This design comes from an exercise in tuning for small area on the open sky130 flow, not from production work. Only simulation tests tie the RTL to the original design; equivalence was not proved.

## inp_handler
module inp_handler(SW, GPIO_0, HEX0, HEX1, HEX2, HEX3, HEX4, HEX5, clk, reset, MTL2_R, MTL2_G, MTL2_B, MTL2_HSD,
MTL2_VSD);
input [3:0] SW;
input [35:0] GPIO_0;
output [6:0] HEX0;
output [6:0] HEX1;
output [6:0] HEX2;
output [6:0] HEX3;
output [6:0] HEX4;
output [6:0] HEX5;
input clk;
input reset;
output [7:0] MTL2_R;
output [7:0] MTL2_G;
output [7:0] MTL2_B;
output MTL2_HSD;
output MTL2_VSD;
wire rst = ~reset;  
reg [10:0] hpos;
reg [9:0] vd;
wire hz = (hpos == 11'd0);
wire [9:0] vinc = (vd == 10'd524) ? 10'd0 : vd + 10'd1;
wire [9:0] vpos = hz ? vinc : vd;
always @(posedge clk) begin
	if (rst) begin
		hpos <= 11'd0;
		vd <= 10'd524;
	end else begin
		hpos <= (hpos == 11'd1055) ? 11'd0 : hpos + 11'd1;
		vd <= vpos;
	end
end
assign MTL2_HSD = ~(hpos >= 11'd1010 && hpos < 11'd1033);
assign MTL2_VSD = ~(vd >= 10'd501 && vd < 10'd506);
wire display_on = (hpos <= 11'd799) && (vpos <= 10'd479);
wire [35:0] pressed;
genvar gk;
generate
	for (gk = 0; gk < 36; gk = gk + 1) begin : debounce_loop
		if (gk <= 9 || gk >= 29) begin : used
			PushButton_Debouncer dber(.clk(clk), .rst(rst), .PB(GPIO_0[gk]), .PB_up(pressed[gk]));
		end else begin : unused
			assign pressed[gk] = 1'b0;
		end
	end
endgenerate
reg graph;
reg [2:0] cur;
reg plus;
reg [3:0] n0, n1, n2, n3, n4;         
reg [16:0] C0, C1, C2, C3, C4;         
reg [1:0] zs;                          
reg [1:0] zsd;                         
reg [19:0] dd;                         
reg evL, evR;                          
reg rr, gg;                            
wire gp = graph ^ pressed[33];         
wire mvL = ~gp & pressed[34] & (cur != 3'd0);
wire mvR = ~gp & ~mvL & pressed[35] & (cur != 3'd4);
wire mv = mvL | mvR;
wire [2:0] curN = mvL ? cur - 3'd1 : mvR ? cur + 3'd1 : cur;
reg [16:0] rc;
always @(*)
	case (curN)
		3'd0: rc = C0;
		3'd1: rc = C1;
		3'd2: rc = C2;
		3'd3: rc = C3;
		default: rc = C4;
	endcase
wire rneg = rc[16];
wire [19:0] rdig;       
bin2bcd recall_digits(.r(rc), .d(rdig));
wire rmin = (rc == 17'h10000);
wire [3:0] b0 = rmin ? 4'd10 : rdig[3:0];
wire [3:0] b1 = rmin ? 4'd13 : rdig[7:4];
wire [3:0] b2 = rmin ? 4'd11 : rdig[11:8];
wire [3:0] b3 = rmin ? 4'd11 : rdig[15:12];
wire [3:0] b4 = rmin ? 4'd10 : rdig[19:16];
reg plusN;
reg [3:0] d0, d1, d2, d3, d4;
always @(*) begin
	if (gp) begin
  ...
For scale: ~8100 cells after synthesis, roughly 350 flip-flops, roughly 110 I/O pins, about 75000 µm² of cells after synthesis.
Settings: LEC_CHECK=0, CAP_MARGIN=20, CORE_MARGIN=2, CORE_UTILIZATION=40, CTS_BUF_LIST=sky130_fd_sc_hd__clkbuf_8, CTS_CLUSTER_DIAMETER=70, CTS_CLUSTER_SIZE=16, SLEW_MARGIN=20, SYNTH_HIERARCHICAL=1, SYNTH_MINIMUM_KEEP_SIZE=0; clock period 80.0 ns.
run.sh (not shown) runs the stock make flow with config.mk's settings and CLKGATE_MAP_FILE= SYNTH_SCRIPT=/design/flow/synth_recipe.tcl, a recipe that flattens the netlist after the stock synthesis.
Change:
- CTS_BUF_LIST: sky130_fd_sc_hd__clkbuf_8 -> sky130_fd_sc_hd__clkbuf_4 sky130_fd_sc_hd__clkbuf_8
- CTS_CLUSTER_SIZE: 16 -> 11
Utilization barely changes; worst hold slack loses 13 ps; wire length barely changes; critical path depth does not change; die area does not change.
Change:
==> flow/flow/run.sh (new file) <==
#!/bin/bash
# Layout flow: the standard layout (standard.sh) with the standard
# synthesis, changed only in two layout settings: the port buffers use the
# smallest buffer cell (the ports drive or see only light loads), and clock
# tree synthesis adds no dummy loads (the clock buffers the flow asks for are
# kept). Every other step is the standard flow's.
set -euo pipefail
here=$(pwd)
cp config.mk config_layout.mk
echo "export BUFFER_PORTS_ARGS = -buffer_cell sky130_fd_sc_hd__buf_1" >> config_layout.mk
echo "export CTS_ARGS = -sink_clustering_enable -repair_clock_nets -buf_list {sky130_fd_sc_hd__clkbuf_4 sky130_fd_sc_hd__clkbuf_8} -dont_use_dummy_load" >> config_layout.mk
sed "s#$here/config.mk#$here/config_layout.mk#g" standard.sh > standard_layout.sh
grep -q "config_layout.mk" standard_layout.sh
bash standard_layout.sh > flow.log 2>&1
==> flow/standard.sh (new file) <==
#!/bin/bash
# synth_recipe.tcl (not shown) runs the flow's synth.tcl, then flattens the netlist and writes it again
# the make line also repeats each setting of config.mk as NAME=value (left out here)
make -C /OpenROAD-flow-scripts/flow DESIGN_CONFIG=/design/flow/config.mk WORK_HOME=/design/flow/orfs CLKGATE_MAP_FILE= SYNTH_SCRIPT=/design/flow/synth_recipe.tcl "${@:-finish}"
- CTS_CLUSTER_DIAMETER: 70 -> unset
- CTS_CLUSTER_SIZE: 11 -> unset
removed: flow/run.sh
Utilization came out lower by 0.20 points.
Register-to-register slack improves by 680 ps.
Count of clock-buffer cells in the layout came out higher by 13.
Setup slack improves by 680 ps.
Design area went down by 0.46%.
Cell count is about the same.
Via count rose by 0.40%.
Die area does not change.
Global-route usage barely changes.
Sequential cell count is unchanged.
Wire length barely changes.
Change:
==> flow/flow/run.sh (replaced) <==
#!/bin/bash
set -euo pipefail
here=$(pwd)
cp config.mk config_layout.mk
echo "export BUFFER_PORTS_ARGS = -buffer_cell sky130_fd_sc_hd__buf_1" >> config_layout.mk
echo "export CTS_ARGS = -sink_clustering_enable -repair_clock_nets -sink_clustering_size 11 -sink_clustering_max_diameter 70 -buf_list {sky130_fd_sc_hd__clkbuf_4 sky130_fd_sc_hd__clkbuf_8} -dont_use_dummy_load" >> config_layout.mk
sed "s#$here/config.mk#$here/config_layout.mk#g" standard.sh > standard_layout.sh
grep -q "config_layout.mk" standard_layout.sh
bash standard_layout.sh > flow.log 2>&1
- CTS_CLUSTER_DIAMETER: unset -> 70
- CTS_CLUSTER_SIZE: unset -> 11
First-iteration DRC count stays flat.
Worst setup slack gets better by 140 ps.
Maximum frequency went up slightly.
Routed wire length hardly moves.
Worst hold slack improved by 8.4 ps.
Cell area stays flat.
Global-route usage hardly moves.
Non-clock buffer count does not change.
Final cell count stays flat.
Sequential share of layout area barely changes.
Clock-buffer cell count falls by 15.

separate check: timing with driven ports:
In the flow no input, the clock included, has a driving cell. The finished layouts below were timed again as built, in two steps.
Step 1 assumes that a clkbuf_16 drives the clock port and a buf_2 every other input.
Step 2 moves the port delays by t, midway between the first and last clock arrival at a register: inputs arrive t later, outputs are due t later. That takes back most of the time a late clock gives input paths.
a / b / c = no drivers / after step 1 / after step 2; a / b = the first two.
| run | t (ns) | slack for setup (ns) | hold slack, ns | worst register clock-pin slew, ns | worst slew at a driven data input, ns |
|---|---|---|---|---|---|
| the first run | 0.694 | 40.520 / 40.520 / 40.415 | 0.386 / 0.386 / 0.386 | 0.12 / 0.12 | 0.05 |
| the second run | 0.646 | 40.614 / 40.614 / 40.372 | 0.372 / 0.372 / 0.372 | 0.10 / 0.10 | 0.05 |
| the third run | 0.652 | 41.290 / 41.290 / 41.290 | 0.369 / 0.369 / 0.369 | 0.07 / 0.07 | 0.05 |
| the fourth run | 0.629 | 41.430 / 41.430 / 41.382 | 0.378 / 0.378 / 0.378 | 0.10 / 0.10 | 0.05 |
After both steps setup and hold are still met in every run listed. For the second run, which loses most, drivers alone change the setup slack by 0.000 ns; drivers and shift together by -0.242 ns.
